This design comes from an exercise in tuning for small area, a short achievable clock period and few clock cycles on the open sky130 flow, not from production work.
The RTL was checked by simulation tests, not by an equivalence proof against the original design.
Power is estimated from default activity; no workload was simulated.

==> flow/design.v <==
module MU0(in_data, rst_n, clk,
           out_data, out_address, memrq, rnw);
    input  [15:0] in_data;
    input         rst_n, clk;
    output [15:0] out_data;
    output [11:0] out_address;
    output        memrq, rnw;
    reg         ex;      
    reg         fe;      
    reg         rs;      
    reg         sel;     
    reg         ka;      
    reg         ub;      
    reg         sb;      
    reg  [15:0] ir;
    reg  [11:0] pc;
    reg  [15:0] acc;
    wire [3:0] op   = ir[15:12];
    wire       hop  = op[3] | (op[2:0] == 3'b111);
    wire       dop  = ~op[3] & ~op[2];
    wire       jop  = ~op[3] & op[2] & ~(op[1] & op[0]);
    assign out_address = sel ? ir[11:0] : pc;
    assign memrq       = fe | rs | (ex & ~hop);
    assign rnw         = ~(ex & (op == 4'b0001));
    assign out_data    = acc;
    wire [15:0] a_op  = ka ? acc : 16'd0;
    wire [15:0] b_op  = (ub ? in_data : 16'd0) ^ {16{sb}};
    wire [16:0] sum   = {a_op, 1'b1} + {b_op, sb};
    wire [15:0] acc_n = sum[16:1];
    wire        pc_en = fe | (ex & jop);
    wire        nex   = fe | rs | (ex & jop);
    wire [3:0]  nop   = in_data[15:12];
    wire        neg   = acc[15] & ~rs;
    wire        nz    = (|acc) & ~rs;
    wire        ntake = (nop[1:0] == 2'b00) |
                        (nop[1:0] == 2'b01 & ~neg) |
                        (nop[1:0] == 2'b10 & nz);
    wire        sel_n = ~(ex & dop) & ~nop[3] & (~nop[2] | ntake);
    always @(posedge clk) begin
        ir  <= in_data;
        acc <= acc_n;
        if (~rst_n) begin
            ex  <= 1'b0;
            fe  <= 1'b0;
            rs  <= 1'b1;
            sel <= 1'b0;
            ka  <= 1'b0;
            ub  <= 1'b0;
            sb  <= 1'b0;
            pc  <= 12'd0;
        end else begin
            ex  <= nex;
            fe  <= ex & dop;
            rs  <= 1'b0;
            sel <= sel_n;
            ka  <= ~(nex & (nop == 4'b0000));
            ub  <= nex & ~nop[3] & ~nop[2] & (nop[1:0] != 2'b01);
            sb  <= nex & (nop == 4'b0011);
            if (pc_en)
                pc <= out_address + 12'd1;
        end
    end
endmodule
Settings: LEC_CHECK=0, ABC_AREA=1, CAP_MARGIN=20, CORE_MARGIN=2, CORE_UTILIZATION=40, SETUP_SLACK_MARGIN=2.2, SLEW_MARGIN=20; clock period 4.5 ns.
standard.sh (not shown) runs the stock make flow with config.mk's settings and CLKGATE_MAP_FILE= SYNTH_SCRIPT=/design/flow/synth_recipe.tcl, a recipe that flattens the netlist after the stock synthesis.
==> flow/flow/run.sh <==
#!/bin/bash
# The standard synthesis, then an area-recovering re-map of the
# combinational logic (flip-flops untouched), then the standard layout with
# plain buf_1 cells as the port buffers.
set -euo pipefail
R=orfs/results/$FLOW_PLATFORM/MU0/base
bash standard.sh synth > standard_synth.log 2>&1
cp $R/1_2_yosys.v orfs/1_2_yosys_standard.v
export LIB=$FLOW_HOME/platforms/$FLOW_PLATFORM/lib/sky130_fd_sc_hd__tt_025C_1v80.lib
export NETLIST_IN=orfs/1_2_yosys_standard.v NETLIST_OUT=orfs/1_2_yosys_remap.v
export ABC_SCRIPT=flow/remap.abc ABC_D=2000
YOSYS=$FLOW_HOME/../tools/install/yosys/bin/yosys
[ -x "$YOSYS" ] || YOSYS=yosys
$YOSYS -c flow/remap.tcl > remap.log 2>&1
cp orfs/1_2_yosys_remap.v $R/1_2_yosys.v
rm -f $R/1_synth.odb $R/1_synth.sdc
bash standard.sh BUFFER_PORTS_ARGS="-buffer_cell sky130_fd_sc_hd__buf_1" finish > standard.log 2>&1
==> flow/flow/remap.abc <==
strash
dch
map -D 2000
topo
buffer -c
upsize -c
dnsize -c
==> flow/flow/remap.tcl <==
# Re-map the combinational logic of the standard synthesis netlist with an
# area-recovering ABC script. Flip-flops are kept as they are (black boxes),
# so every register keeps its name and cell type.
yosys read_liberty -ignore_miss_func $::env(LIB)
yosys read_verilog $::env(NETLIST_IN)
yosys hierarchy -top $::env(FLOW_TOP)
yosys setattr -mod -set blackbox 1 sky130_fd_sc_hd__dfxtp_1
yosys flatten
yosys opt_clean -purge
yosys abc -liberty $::env(LIB) -dont_use sky130_fd_sc_hd__lpflow_bleeder_1 -dont_use sky130_fd_sc_hd__lpflow_clkbufkapwr_1 -dont_use sky130_fd_sc_hd__lpflow_clkbufkapwr_16 -dont_use sky130_fd_sc_hd__lpflow_clkbufkapwr_2 -dont_use sky130_fd_sc_hd__lpflow_clkbufkapwr_4 -dont_use sky130_fd_sc_hd__lpflow_clkbufkapwr_8 -dont_use sky130_fd_sc_hd__lpflow_clkinvkapwr_1 -dont_use sky130_fd_sc_hd__lpflow_clkinvkapwr_16 -dont_use sky130_fd_sc_hd__lpflow_clkinvkapwr_2 -dont_use sky130_fd_sc_hd__lpflow_clkinvkapwr_4 -dont_use sky130_fd_sc_hd__lpflow_clkinvkapwr_8 -dont_use sky130_fd_sc_hd__lpflow_decapkapwr_12 -dont_use sky130_fd_sc_hd__lpflow_decapkapwr_3 -dont_use sky130_fd_sc_hd__lpflow_decapkapwr_4 -dont_use sky130_fd_sc_hd__lpflow_decapkapwr_6 -dont_use sky130_fd_sc_hd__lpflow_decapkapwr_8 -dont_use sky130_fd_sc_hd__lpflow_inputiso0n_1 -dont_use sky130_fd_sc_hd__lpflow_inputiso0p_1 -dont_use sky130_fd_sc_hd__lpflow_inputiso1n_1 -dont_use sky130_fd_sc_hd__lpflow_inputiso1p_1 -dont_use sky130_fd_sc_hd__lpflow_inputisolatch_1 -dont_use sky130_fd_sc_hd__lpflow_isobufsrc_1 -dont_use sky130_fd_sc_hd__lpflow_isobufsrc_16 -dont_use sky130_fd_sc_hd__lpflow_isobufsrc_2 -dont_use sky130_fd_sc_hd__lpflow_isobufsrc_4 -dont_use sky130_fd_sc_hd__lpflow_isobufsrc_8 -dont_use sky130_fd_sc_hd__lpflow_isobufsrckapwr_16 -dont_use sky130_fd_sc_hd__lpflow_lsbuf_lh_hl_isowell_tap_1 -dont_use sky130_fd_sc_hd__lpflow_lsbuf_lh_hl_isowell_tap_2 -dont_use sky130_fd_sc_hd__lpflow_lsbuf_lh_hl_isowell_tap_4 -dont_use sky130_fd_sc_hd__lpflow_lsbuf_lh_isowell_4 -dont_use sky130_fd_sc_hd__lpflow_lsbuf_lh_isowell_tap_1 -dont_use sky130_fd_sc_hd__lpflow_lsbuf_lh_isowell_tap_2 -dont_use sky130_fd_sc_hd__lpflow_lsbuf_lh_isowell_tap_4 -dont_use sky130_fd_sc_hd__probe_p_8 -dont_use sky130_fd_sc_hd__probec_p_8  -script $::env(ABC_SCRIPT) -D $::env(ABC_D)
yosys opt_clean -purge
yosys hilomap -singleton -hicell sky130_fd_sc_hd__conb_1 HI -locell sky130_fd_sc_hd__conb_1 LO
yosys splitnets
yosys opt_clean -purge
yosys insbuf -buf sky130_fd_sc_hd__buf_4 A X
yosys check
yosys stat -liberty $::env(LIB)
yosys write_verilog -noattr -noexpr -nohex -nodec $::env(NETLIST_OUT)
The first run finished with timing, DRC and antenna clean.
Testbench counts at the start, summed over its fixed seeds: cycles 33,132.
==> next run, changes <==
--- a/flow/flow/run.sh
+++ b/flow/flow/run.sh
@@ -10,3 +10,3 @@
 export NETLIST_IN=orfs/1_2_yosys_standard.v NETLIST_OUT=orfs/1_2_yosys_remap.v
-export ABC_SCRIPT=flow/remap.abc ABC_D=2000
+export ABC_SCRIPT=flow/remap.abc ABC_D=2300
 YOSYS=$FLOW_HOME/../tools/install/yosys/bin/yosys
==> flow/flow/remap.abc (replaced) <==
strash
&get -n
&st
&syn2
&dch
&nf
&put
topo
buffer -c
upsize -c
dnsize -c
Settings changed: SETUP_SLACK_MARGIN 2.2 to 1.6.
- The changed run finished with timing, DRC and antenna clean
- routed wire length decreases by about a fifth
- synthesized area came out lower by roughly a tenth
- maximum frequency drops by about a fifth
- sequential power is about the same
==> next run, changes <==
--- a/flow/flow/run.sh
+++ b/flow/flow/run.sh
@@ -10,3 +10,3 @@
 export NETLIST_IN=orfs/1_2_yosys_standard.v NETLIST_OUT=orfs/1_2_yosys_remap.v
-export ABC_SCRIPT=flow/remap.abc ABC_D=2300
+export ABC_SCRIPT=flow/remap.abc ABC_D=1800
 YOSYS=$FLOW_HOME/../tools/install/yosys/bin/yosys
==> flow/flow/remap.abc (replaced) <==
strash
dch
map -D 1800
topo
buffer -c
upsize -c
dnsize -c
Settings changed: SETUP_SLACK_MARGIN 1.6 to 2.2.
Effect:
- The new run ran to the end with no violations
- first-iteration DRC count grows by 82%
- routed wire length climbs by 33%
- cell count grows by about 40%
- critical path depth came out higher by 4
==> next run, changes <==
--- a/flow/flow/run.sh
+++ b/flow/flow/run.sh
@@ -10,3 +10,3 @@
 export NETLIST_IN=orfs/1_2_yosys_standard.v NETLIST_OUT=orfs/1_2_yosys_remap.v
-export ABC_SCRIPT=flow/remap.abc ABC_D=1800
+export ABC_SCRIPT=flow/remap.abc ABC_D=2300
 YOSYS=$FLOW_HOME/../tools/install/yosys/bin/yosys
==> flow/flow/remap.abc (replaced) <==
strash
&get -n
&st
&syn2
&dch
&nf
&put
topo
buffer -c
upsize -c
dnsize -c
Settings changed: SETUP_SLACK_MARGIN 2.2 to 2.0, TNS_END_PERCENT from default to 0.
What happened: Total power falls by 4.2%. Non-clock buffer count is lower by 17. Global-route usage went down by 0.46 points. Final area went down by 20%. Utilization came out lower by 4.4 points. Clock power fell by about 2%.

separate check: timing with driven ports:
In the flow no input, the clock included, has a driving cell. The finished layouts below were timed again as built, in two steps. Step 1, drivers: a clkbuf_16 drives clk and a buf_2 each remaining input, both assumed. Step 2 also shifts input and output timing later by t, the mid clock arrival at the registers, as if the neighbouring blocks saw the same clock. Three values: ideal, step 1, step 2; two values: the first two.
| run | t, ns | setup WS [ns] | worst setup path at the end | worst register clock-pin slew, ns |
|---|---|---|---|---|
| the first run | 0.331 | 2.223 / 2.211 / 1.893 | input to register | 0.10 / 0.10 |
| the second run | 0.328 | 1.765 / 1.770 / 1.442 | input to register | 0.09 / 0.09 |
| the third run | 0.330 | 2.198 / 2.166 / 1.836 | input to register | 0.10 / 0.10 |
| the fourth run | 0.328 | 1.923 / 1.901 / 1.573 | input to register | 0.09 / 0.09 |
After both steps every run listed still meets setup and hold. For the third run, which loses most, drivers alone change the setup slack by -0.032 ns; drivers and shift together by -0.362 ns.
